What follows belongs to an exercise in optimizing a design on an open flow for small area; a production flow would make more cautious choices. Where RTL was checked, it was by simulation tests only, not by an equivalence proof against the original. Power and IR drop assume default switching activity.

==> job 7692 <==
Design arm, start of the top module:
module arm
    #(parameter DATA_WIDTH = 32, parameter DATA_CAPACITY = 16)
    (
    input  logic clk,
    input  logic reset,
    input  logic [31:0] i_Instruction,
    output logic [31:0] o_PC,
    output logic [31:0] o_Output,
    output logic [31:0] o_R0,
    output logic [31:0] o_R1,
    output logic [31:0] o_R2,
    output logic [31:0] o_R3,
    output logic [31:0] o_R4,
    output logic [31:0] o_R5,
    output logic [31:0] o_R6,
    output logic [31:0] o_R7,
    output logic [31:0] o_R8,
    output logic [31:0] o_R9,
    output logic [31:0] o_R10,
    output logic [31:0] o_R11,
    output logic [31:0] o_R12,
    output logic [31:0] o_R13,
    output logic [31:0] o_R14,
    output logic [31:0] o_R15,
    output logic [31:0] o_D0,
    output logic [31:0] o_D1,
    output logic [31:0] o_D2,
    output logic [31:0] o_D3,
    output logic [31:0] o_D4,
    output logic [31:0] o_D5,
    output logic [31:0] o_D6,
    output logic [31:0] o_D7,
    output logic [31:0] o_D8,
    output logic [31:0] o_D9,
    output logic [31:0] o_D10,
    output logic [31:0] o_D11,
    output logic [31:0] o_D12,
    output logic [31:0] o_D13,
    output logic [31:0] o_D14,
    output logic [31:0] o_D15
    );
    logic [31:0] pc;
    logic [31:0] rq [0:14];
    logic [31:0] dq [0:15];
    logic fN, fZ, fC, fV;
    logic [3:0] cond, opcode, rn, rd, rm;
    logic [1:0] op;
    logic       I, S;
    assign cond   = i_Instruction[31:28];
    assign op     = i_Instruction[27:26];
    assign I      = i_Instruction[25];
    assign opcode = i_Instruction[24:21];
    assign S      = i_Instruction[20];
    assign rn     = i_Instruction[19:16];
    assign rd     = i_Instruction[15:12];
    assign rm     = i_Instruction[3:0];
    logic [28:0] q1;
    logic [31:0] pc4, pc8;
    assign q1  = pc[31:3] + 29'd1;
    assign pc8 = {q1, pc[2:0]};
    assign pc4 = pc[2] ? {q1, 1'b0, pc[1:0]} : {pc[31:3], 1'b1, pc[1:0]};
    logic ok;
    always_comb begin
        case (cond)
            4'h0: ok = fZ;
            4'h1: ok = ~fZ;
            4'h2: ok = fC;
            4'h3: ok = ~fC;
            4'h4: ok = fN;
            4'h5: ok = ~fN;
            4'h6: ok = fV;
            4'h7: ok = ~fV;
            4'h8: ok = fC & ~fZ;
            4'h9: ok = ~fC | fZ;
            4'hA: ok = fN & fV;
            4'hB: ok = fN ^ fV;
            4'hC: ok = ~fZ & fN & fV;
  ...
export LEC_CHECK = 0
export CAP_MARGIN = 20
export CORE_AREA = 25 25 365 365
export DIE_AREA = 0 0 390 390
export SLEW_MARGIN = 20
export SYNTH_HIERARCHICAL = 1
create_clock -name core_clock -period 20.0 [get_ports {clk}]
standard.sh (not shown) runs the stock make flow with config.mk's settings and CLKGATE_MAP_FILE= SYNTH_SCRIPT=/design/flow/synth_recipe.tcl, a recipe that flattens the netlist after the stock synthesis.
==> flow/flow/run.sh <==
#!/bin/bash
# Layout flow: the standard ORFS flow (standard.sh, unchanged synthesis)
# with these layout options changed:
#  - the port buffers use the smallest buffer cell instead of the resizer's
#    default choice (every port still gets its own buffer);
#  - clock tree synthesis uses small clock buffers with bounded sink clusters
#    and inserts no dummy load cells.
# make's output goes to standard_flow.log; each ORFS step logs under orfs/logs.
set -euo pipefail
bash standard.sh \
  "BUFFER_PORTS_ARGS=-buffer_cell sky130_fd_sc_hd__buf_1" \
  "CTS_ARGS=-sink_clustering_enable -repair_clock_nets -buf_list sky130_fd_sc_hd__clkbuf_4 -sink_clustering_size 9 -sink_clustering_max_diameter 45 -dont_use_dummy_load" \
  finish > standard_flow.log 2>&1
==> job 5223 (differences from job 7692) <==
--- a/flow/design.v
+++ b/flow/design.v
@@ -51,17 +51,22 @@
     assign I      = i_Instruction[25];
     assign opcode = i_Instruction[24:21];
     assign S      = i_Instruction[20];
     assign rn     = i_Instruction[19:16];
     assign rd     = i_Instruction[15:12];
     assign rm     = i_Instruction[3:0];
-    logic [28:0] q1;
-    logic [31:0] pc4, pc8;
-    assign q1  = pc[31:3] + 29'd1;
-    assign pc8 = {q1, pc[2:0]};
-    assign pc4 = pc[2] ? {q1, 1'b0, pc[1:0]} : {pc[31:3], 1'b1, pc[1:0]};
+    logic [29:0] ic;          
+    logic [31:0] pc8;
+    assign ic[0] = 1'b1;
+    assign pc8[2:0] = pc[2:0];
+    genvar gi;
+    generate
+        for (gi = 3; gi < 32; gi = gi + 1) begin : g_inc
+            arm_ha u_i (.A(pc[gi]), .B(ic[gi-3]), .SUM(pc8[gi]), .COUT(ic[gi-2]));
+        end
+    endgenerate
     logic ok;
     always_comb begin
         case (cond)
             4'h0: ok = fZ;
             4'h1: ok = ~fZ;
             4'h2: ok = fC;
@@ -184,16 +189,27 @@
                     .C1(sm[3*g+2]), .C2(dq[3*g+2][b]),
                     .Y(ym[g]));
             end
             assign o_Output[b] = ~(&ym) | (sm[15] & dq[15][b]) | (~ldok & res[b]);
         end
     endgenerate
-    always_ff @(posedge clk) begin
-        if (reset) pc <= 32'b0;
-        else       pc <= pc_src ? o_Output : pc4;
-    end
+    logic s_o, s_8, s_p;
+    logic [31:0] pc_d;
+    assign s_o = ~reset & pc_src;
+    assign s_8 = ~reset & ~pc_src & pc[2];
+    assign s_p = ~reset & ~pc_src & ~pc[2];
+    assign pc_d[1:0] = reset ? 2'b0 : pc_src ? o_Output[1:0] : pc[1:0];
+    assign pc_d[2]   = ~reset & (pc_src ? o_Output[2] : ~pc[2]);
+    generate
+        for (gi = 3; gi < 32; gi = gi + 1) begin : g_npc
+            logic n;
+            arm_aoi222 u_n (.A1(s_o), .A2(o_Output[gi]), .B1(s_8), .B2(pc8[gi]), .C1(s_p), .C2(pc[gi]), .Y(n));
+            assign pc_d[gi] = ~n;
+        end
+    endgenerate
+    always_ff @(posedge clk) pc <= pc_d;
     always_ff @(posedge clk) begin
         if (reset) {fN, fZ, fC, fV} <= 4'b0;
         else if (ok & S) {fN, fZ, fC, fV} <= {nN, nZ, nC, nV};
     end
     logic [14:0] rwe, rwen;
     logic [15:0] mwe, mwen;
==> flow/flow/run.sh (replaced) <==
#!/bin/bash
# Layout flow: the standard ORFS flow (standard.sh) with these changes:
#  - synthesis runs my_synth.tcl, which is synth_recipe.tcl with ABC mapping
#    the logic by abc_map.script (area-oriented) instead of the speed script;
#    the flip-flops are mapped exactly as in the standard synthesis;
#  - the port buffers use the smallest buffer cell instead of the resizer's
#    default choice (every port still gets its own buffer);
#  - clock tree synthesis uses small clock buffers with bounded sink clusters
#    and inserts no dummy load cells.
# make's output goes to standard_flow.log; each ORFS step logs under orfs/logs.
set -euo pipefail
export MY_ABC_SCRIPT="$PWD/flow/abc_map.script"
bash standard.sh \
  "SYNTH_SCRIPT=$PWD/flow/my_synth.tcl" \
  "BUFFER_PORTS_ARGS=-buffer_cell sky130_fd_sc_hd__buf_1" \
  "CTS_ARGS=-sink_clustering_enable -repair_clock_nets -buf_list sky130_fd_sc_hd__clkbuf_4 -sink_clustering_size 8 -sink_clustering_max_diameter 40 -dont_use_dummy_load" \
  finish > standard_flow.log 2>&1
==> flow/flow/abc_map.script (new file) <==
&get -n
&st
&dch
&nf -R 1000
&st
&syn2
&if -g -K 6
&synch2
&nf -R 1000
&st
&syn2
&if -g -K 6
&synch2
&nf -R 1000
&put
==> flow/flow/my_synth.tcl (new file) <==
# synth_recipe.tcl (the standard synthesis script) with one change: Yosys's
# abc call uses abc_map.script (ABC mapping with relaxed delay, so that it
# favours area) instead of ORFS's speed script. Everything else, including the
# flip-flop mapping, the flattening and the renaming, is as in synth_recipe.tcl.
proc synth {args} { yosys synth -nofsm -noshare {*}$args }
proc abc {args} {
  set i [lsearch -exact $args -script]
  if {$i >= 0} { lset args [expr {$i + 1}] $::env(MY_ABC_SCRIPT) }
  yosys abc {*}$args
}
source $::env(SCRIPTS_DIR)/synth.tcl
# left out here: clear keep_hierarchy, flatten, clean up, hide names made inside functions, write 1_2_yosys.v
==> job 6876 (differences from job 7692) <==
==> flow/flow/run.sh (replaced) <==
#!/bin/bash
# Layout flow: the standard ORFS flow (standard.sh, unchanged synthesis)
# with two layout options changed:
#  - the port buffers use the smallest buffer cell instead of the resizer's
#    default choice (every port still gets its own buffer);
#  - the resizer's power recovery after global routing downsizes gates that
#    have timing slack to spare.
set -euo pipefail
bash standard.sh "BUFFER_PORTS_ARGS=-buffer_cell sky130_fd_sc_hd__buf_1" RECOVER_POWER=100 finish > standard_flow.log 2>&1
- CTS_BUF_LIST: not set -> sky130_fd_sc_hd__clkbuf_8
==> results.toml <==
[status]
outcome = "timing/DRC/antenna clean"

[pwr]
p_int_mw = 2.50
p_leak_nw = 17.1

[worst_setup_path]
cp.depth = 49

[final_layout]
nets = 4957

[yosys]
yosys.area_share.simple = 0.0598

[sta]
drv_slew = 0

[placed_design]
gp_congestion = 1.03
Source of the figures above: job 5223

==> results.toml <==
[yosys]
yosys.area_share.simple = 0.0620

[placed_design]
gp_congestion = 0.995

[sta]
drv_slew = 0

[worst_setup_path]
cp.depth = 48

[final_layout]
nets = 5094

[status]
outcome = "timing/DRC/antenna clean"
Source of the figures above: job 7692

==> results.toml <==
[placed_design]
gp_congestion = 0.995

[pwr]
p_leak_nw = 18.6
p_int_mw = 3.26

[status]
so_faults = "max-capacitance violations, max-slew violations"
outcome = "complete, but fails checks"

[final_layout]
nets = 5118

[sta]
drv_slew = 593

[yosys]
yosys.area_share.simple = 0.0620

[flow_run]
drv_cap = 19

[worst_setup_path]
cp.depth = 28
Source of the figures above: job 6876

Function not checked in job 7692 and job 6876: the RTL went through the layout flow alone.

---

==> violet: inputs <==
Another version of the RTL of arm (not shown whole).
==> flow/config.mk <==
export PLATFORM = sky130hd
export DESIGN_NAME = arm
export DESIGN_NICKNAME = arm
export VERILOG_FILES = /design/flow/design.v
export SDC_FILE = /design/flow/constraint.sdc
export NUM_CORES = 8
export LEC_CHECK = 0
export CAP_MARGIN = 10
export CORE_AREA = 50 50 340 340
export DIE_AREA = 0 0 390 390
export SLEW_MARGIN = 10
export SYNTH_HIERARCHICAL = 1
==> flow/constraint.sdc <==
create_clock -name core_clock -period 20.0 [get_ports {clk}]
set_input_delay 4.0000 -clock core_clock [delete_from_list [all_inputs] [get_ports {clk}]]
set_output_delay 4.0000 -clock core_clock [all_outputs]
set_load 0.01 [all_outputs]
==> flow/flow/run.sh <==
#!/bin/bash
# Layout flow: the standard ORFS flow (standard.sh) with these changes:
#  - synthesis runs my_synth.tcl, which is synth_recipe.tcl with ABC mapping
#    the logic by abc_map.script (area-oriented) instead of the speed script;
#    the flip-flops are mapped exactly as in the standard synthesis;
#  - the port buffers use the smallest buffer cell instead of the resizer's
#    default choice (every port still gets its own buffer);
#  - clock tree synthesis uses small clock buffers with bounded sink clusters
#    and inserts no dummy load cells.
# make's output goes to standard_flow.log; each ORFS step logs under orfs/logs.
set -euo pipefail
export MY_ABC_SCRIPT="$PWD/flow/abc_map.script"
bash standard.sh \
  "SYNTH_SCRIPT=$PWD/flow/my_synth.tcl" \
  "BUFFER_PORTS_ARGS=-buffer_cell sky130_fd_sc_hd__buf_1" \
  "CTS_ARGS=-sink_clustering_enable -repair_clock_nets -buf_list sky130_fd_sc_hd__clkbuf_4 -sink_clustering_size 8 -sink_clustering_max_diameter 60 -dont_use_dummy_load" \
  finish > standard_flow.log 2>&1
==> flow/flow/abc_map.script <==
&get -n
&st
&dch
&nf -R 1000
&st
&syn2
&if -g -K 6
&synch2
&nf -R 1000
&st
&syn2
&if -g -K 6
&synch2
&nf -R 1000
&put
==> flow/flow/my_synth.tcl <==
# synth_recipe.tcl (the standard synthesis script) with one change: Yosys's
# abc call uses abc_map.script (ABC mapping with relaxed delay, so that it
# favours area) instead of ORFS's speed script. Everything else, including the
# flip-flop mapping, the flattening and the renaming, is as in synth_recipe.tcl.
proc synth {args} { yosys synth -nofsm -noshare {*}$args }
proc abc {args} {
  set i [lsearch -exact $args -script]
  if {$i >= 0} { lset args [expr {$i + 1}] $::env(MY_ABC_SCRIPT) }
  yosys abc {*}$args
}
source $::env(SCRIPTS_DIR)/synth.tcl
# left out here: clear keep_hierarchy, flatten, clean up, hide names made inside functions, write 1_2_yosys.v
==> umber (differences from violet) <==
--- a/flow/design.v
+++ b/flow/design.v
@@ -95,17 +95,17 @@
     assign f_eor  = dp & (opcode == 4'b0001);
     assign f_not  = dp & (opcode == 4'b1111);
     assign f_mov  = dp & (opcode == 4'b1101);
     assign arith  = ~(f_and | f_orr | f_eor | f_not | f_mov);    
     assign use_rb = dp & ~I & ~S;
     logic [31:0] imm;
     always_comb begin
         case (op)
-            2'b00:   imm = (use_rb | f_not) ? 32'b0 : {24'b0, i_Instruction[7:0]};
+            2'b00:   imm = use_rb ? 32'b0 : {24'b0, i_Instruction[7:0]};
             2'b01:   imm = {20'b0, i_Instruction[11:0]};
             2'b10:   imm = {6'b0, i_Instruction[23:0], 2'b00};
             default: imm = 32'b0;
         endcase
     end
     logic [3:0]  ra, rbi;
     logic [3:0]  ah_n, al_n, bh_n, bl_n;
     logic [15:0] sa [0:1];
@@ -116,59 +116,57 @@
         for (int k = 0; k < 4; k++) begin
             ah_n[k] = ~((ra[3:2] == k) & ~f_mov);
             al_n[k] = ~(ra[1:0] == k);
             bh_n[k] = ~(rbi[3:2] == k);
             bl_n[k] = ~(rbi[1:0] == k);
         end
     genvar gh, gk;
     generate
-        for (gh = 0; gh < 1; gh = gh + 1) begin : g_sh
+        for (gh = 0; gh < 2; gh = gh + 1) begin : g_sh
             for (gk = 0; gk < 16; gk = gk + 1) begin : g_sk
                 arm_nor2 u_sa (.A(ah_n[gk/4]), .B(al_n[gk%4]), .Y(sa[gh][gk]));
                 arm_nor2 u_sb (.A(bh_n[gk/4]), .B(bl_n[gk%4]), .Y(sb[gh][gk]));
             end
         end
     endgenerate
     logic [31:0] A, Rb;
     genvar g, b;
     generate
         for (b = 0; b < 32; b = b + 1) begin : g_rd
             logic [4:0] ya, yb;
             for (g = 0; g < 5; g = g + 1) begin : g_t
                 arm_aoi222 u_a (
-                    .A1(sa[0][3*g]),   .A2(rq[3*g][b]),
-                    .B1(sa[0][3*g+1]), .B2(rq[3*g+1][b]),
-                    .C1(sa[0][3*g+2]), .C2(rq[3*g+2][b]),
+                    .A1(sa[b/16][3*g]),   .A2(rq[3*g][b]),
+                    .B1(sa[b/16][3*g+1]), .B2(rq[3*g+1][b]),
+                    .C1(sa[b/16][3*g+2]), .C2(rq[3*g+2][b]),
                     .Y(ya[g]));
                 arm_aoi222 u_b (
-                    .A1(sb[0][3*g]),   .A2(rq[3*g][b]),
-                    .B1(sb[0][3*g+1]), .B2(rq[3*g+1][b]),
-                    .C1(sb[0][3*g+2]), .C2(rq[3*g+2][b]),
+                    .A1(sb[b/16][3*g]),   .A2(rq[3*g][b]),
+                    .B1(sb[b/16][3*g+1]), .B2(rq[3*g+1][b]),
+                    .C1(sb[b/16][3*g+2]), .C2(rq[3*g+2][b]),
                     .Y(yb[g]));
             end
-            assign A[b]  = ~(&ya) | (sa[0][15] & pc8[b]);
-            assign Rb[b] = ~(&yb) | (sb[0][15] & pc8[b]);
+            assign A[b]  = ~(&ya) | (sa[b/16][15] & pc8[b]);
+            assign Rb[b] = ~(&yb) | (sb[b/16][15] & pc8[b]);
         end
     endgenerate
     logic [31:0] bx, res;
     logic [32:0] c;           
-    logic lg, narith, nlg, nland, use_rb_x, b_inv;
-    assign use_rb_x = use_rb & ~f_not;
-    assign b_inv    = f_sub | f_not;
+    logic lg, narith, nlg, nland;
     assign lg     = f_and | f_orr;
     assign narith = ~arith;
     assign nlg    = ~lg;
     assign nland  = ~f_and;
     assign c[0]   = f_sub;
     generate
         for (b = 0; b < 32; b = b + 1) begin : g_alu
             logic bsel_n;
-            arm_a21oi u_bs (.A1(use_rb_x), .A2(Rb[b]), .B1(imm[b]), .Y(bsel_n));
-            arm_xnor2 u_bx (.A(bsel_n), .B(b_inv), .Y(bx[b]));
+            arm_a21oi u_bs (.A1(use_rb), .A2(Rb[b]), .B1(imm[b] | f_not), .Y(bsel_n));
+            arm_xnor2 u_bx (.A(bsel_n), .B(f_sub), .Y(bx[b]));
             if (b % 2 == 0) begin : g_even
                 logic p, g, t_n;
                 arm_ha     u_pg (.A(A[b]), .B(bx[b]), .SUM(p), .COUT(g));
                 arm_a21oi  u_c  (.A1(p), .A2(c[b]), .B1(g), .Y(c[b+1]));
                 arm_aoi222 u_t  (.A1(arith), .A2(c[b]), .B1(lg), .B2(g), .C1(f_and), .C2(p), .Y(t_n));
                 arm_xnor2  u_r  (.A(p), .B(t_n), .Y(res[b]));
             end else begin : g_odd
                 logic p_n, g_n, u, t;
@@ -194,33 +192,33 @@
     logic [3:0]  mh_n, ml_n;
     logic [15:0] sm [0:1];
     always_comb
         for (int k = 0; k < 4; k++) begin
             mh_n[k] = ~(ldok & (res[3:2] == k));
             ml_n[k] = ~(res[1:0] == k);
         end
     generate
-        for (gh = 0; gh < 1; gh = gh + 1) begin : g_mh
+        for (gh = 0; gh < 2; gh = gh + 1) begin : g_mh
             for (gk = 0; gk < 16; gk = gk + 1) begin : g_mk
                 arm_nor2 u_sm (.A(mh_n[gk/4]), .B(ml_n[gk%4]), .Y(sm[gh][gk]));
             end
         end
     endgenerate
     generate
         for (b = 0; b < 32; b = b + 1) begin : g_md
             logic [4:0] ym;
             for (g = 0; g < 5; g = g + 1) begin : g_t
                 arm_aoi222 u_m (
-                    .A1(sm[0][3*g]),   .A2(dq[3*g][b]),
-                    .B1(sm[0][3*g+1]), .B2(dq[3*g+1][b]),
-                    .C1(sm[0][3*g+2]), .C2(dq[3*g+2][b]),
+                    .A1(sm[b/16][3*g]),   .A2(dq[3*g][b]),
+                    .B1(sm[b/16][3*g+1]), .B2(dq[3*g+1][b]),
+                    .C1(sm[b/16][3*g+2]), .C2(dq[3*g+2][b]),
                     .Y(ym[g]));
             end
-            assign o_Output[b] = ~(&ym) | (sm[0][15] & dq[15][b]) | (~ldok & res[b]);
+            assign o_Output[b] = ~(&ym) | (sm[b/16][15] & dq[15][b]) | (~ldok & res[b]);
         end
     endgenerate
     logic s_o, s_8, s_p;
     logic [31:0] pc_d;
     assign s_o = ~reset & pc_src;
     assign s_8 = ~reset & ~pc_src & pc[2];
     assign s_p = ~reset & ~pc_src & ~pc[2];
     assign pc_d[1:0] = reset ? 2'b0 : pc_src ? o_Output[1:0] : pc[1:0];
@@ -249,39 +247,39 @@
             ml[k]    = (res[1:0] == k);
             ml2_n[k] = ~ml[k];
         end
     logic [14:0] rwe [0:1];
     logic [14:0] rwen [0:1];
     logic [15:0] mwe [0:1];
     logic [15:0] mwen [0:1];
     generate
-        for (gh = 0; gh < 1; gh = gh + 1) begin : g_eh
+        for (gh = 0; gh < 2; gh = gh + 1) begin : g_eh
             for (gk = 0; gk < 16; gk = gk + 1) begin : g_ek
                 if (gk < 15) begin : g_re
                     arm_nor2  u_we  (.A(whr_n[gk/4]), .B(wl_n[gk%4]), .Y(rwe[gh][gk]));
                     arm_a21oi u_wen (.A1(wh[gk/4]), .A2(wl[gk%4]), .B1(reset), .Y(rwen[gh][gk]));
                 end
                 arm_nor2  u_me  (.A(mhr_n[gk/4]), .B(ml2_n[gk%4]), .Y(mwe[gh][gk]));
                 arm_a21oi u_men (.A1(mh[gk/4]), .A2(ml[gk%4]), .B1(reset), .Y(mwen[gh][gk]));
             end
         end
     endgenerate
     generate
         for (g = 0; g < 15; g = g + 1) begin : g_r
             logic [31:0] nx;
             for (b = 0; b < 32; b = b + 1) begin : g_b
-                arm_hold u_h (.we(rwe[0][g]), .wen(rwen[0][g]), .d(o_Output[b]), .q(rq[g][b]), .y(nx[b]));
+                arm_hold u_h (.we(rwe[b/16][g]), .wen(rwen[b/16][g]), .d(o_Output[b]), .q(rq[g][b]), .y(nx[b]));
             end
             always_ff @(posedge clk) rq[g] <= nx;
         end
         for (g = 0; g < 16; g = g + 1) begin : g_m
             logic [31:0] nx;
             for (b = 0; b < 32; b = b + 1) begin : g_b
-                arm_hold u_h (.we(mwe[0][g]), .wen(mwen[0][g]), .d(Rb[b]), .q(dq[g][b]), .y(nx[b]));
+                arm_hold u_h (.we(mwe[b/16][g]), .wen(mwen[b/16][g]), .d(Rb[b]), .q(dq[g][b]), .y(nx[b]));
             end
             always_ff @(posedge clk) dq[g] <= nx;
         end
     endgenerate
     assign o_PC = pc;
     assign o_R0 = rq[0];
     assign o_R1 = rq[1];
     assign o_R2 = rq[2];
--- a/flow/flow/run.sh
+++ b/flow/flow/run.sh
@@ -8,10 +8,10 @@
 #  - clock tree synthesis uses small clock buffers with bounded sink clusters
 #    and inserts no dummy load cells.
 # make's output goes to standard_flow.log; each ORFS step logs under orfs/logs.
 set -euo pipefail
 export MY_ABC_SCRIPT="$PWD/flow/abc_map.script"
 bash standard.sh \
   "SYNTH_SCRIPT=$PWD/flow/my_synth.tcl" \
   "BUFFER_PORTS_ARGS=-buffer_cell sky130_fd_sc_hd__buf_1" \
-  "CTS_ARGS=-sink_clustering_enable -repair_clock_nets -buf_list sky130_fd_sc_hd__clkbuf_4 -sink_clustering_size 8 -sink_clustering_max_diameter 60 -dont_use_dummy_load" \
+  "CTS_ARGS=-sink_clustering_enable -repair_clock_nets -buf_list sky130_fd_sc_hd__clkbuf_4 -sink_clustering_size 8 -sink_clustering_max_diameter 40 -dont_use_dummy_load" \
   finish > standard_flow.log 2>&1
- CAP_MARGIN: 10 -> 20
- CORE_AREA: 50 50 340 340 -> 25 25 365 365
- SLEW_MARGIN: 10 -> 20
==> results by group <==
Logic synthesis
  • Synth area leaders: dfxtp_1 51%, a22o_1 22%, a222oi_1 13%
  • Compound-Gate Fraction of Synth Area: 0.392

Finish
  • Final #Nets: ~5,200
  • Clock network contribution to total cell area: 0.0252

Timing
  • Layout Skew: about 160 ps
  • Smallest hold slack: 481 ps

GRT
  • Largest net degree at the start of global routing: 44

Drt
  • Post-Route WL: 283,000 um
  • Metal-1 WL: 98,600 um

Pwr
  • Clock network power: between 0.001 and 0.0015 W
  • Internal power: 0.00250 W

Outcome
  • Status: timing/DRC/antenna clean
# the run above: umber

==> results by group <==
Outcome
  • Status: timing/DRC/antenna clean

Drt
  • Detailed Route Iter0 Violations: around 11,000
  • Post-Route WL: 310,000 um
  • Metal-1 WL: 93,400 um
  • DR top layer: met4

Timing
  • Smallest hold slack: 493 ps

Logic synthesis
  • Synth area leaders: dfxtp_1 52%, a22o_1 22%, a222oi_1 13%

Finish
  • Clock network contribution to total cell area: 0.0231
  • Fraction of area in multi-input gates: 0.410

GRT
  • Largest net degree at the start of global routing: 36

Critical path
  • WP data required: 16,000 ps

Pwr
  • Clock network power: 0.00107 W
  • Internal power: 0.00246 W
# the run above: violet

The RTL of umber was laid out without a check of its function.

==> static timing again, ports no longer ideal <==
The flow's constraints put no driver on any port. The routed layouts listed below were extracted and timed again, unchanged, in two steps.
Step 1 sets driving cells, clkbuf_16 on the clock port and buf_2 on the other inputs (assumed; they add their load-dependent delay and slew).
Step 2 moves the port delays by t, midway between the first and last clock arrival at a register: inputs arrive t later, outputs are due t later. That takes back most of the time a late clock gives input paths.
Slacks: ideal / step 1 / step 2; pairs: ideal / step 1.
run | t (ns) | setup WS [ns] | slew at the worst register clock pin (ns) | pins driven straight from the clock port
job 7692 | 1.188 | 1.654 / 1.592 / 1.592 | 0.11 / 0.11 | 1
job 5223 | 1.169 | 1.141 / 1.104 / 1.104 | 0.10 / 0.10 | 1
job 6876 | 0.961 | 0.970 / 0.906 / 0.906 | 0.08 / 0.08 | 1
violet | 1.231 | 0.837 / 0.710 / 0.710 | 0.11 / 0.11 | 1
umber | 1.226 | 1.141 / 1.046 / 1.046 | 0.11 / 0.11 | 1
The setup slack of violet, which loses most, moves by -0.127 ns with the drivers and by -0.127 ns with both steps.
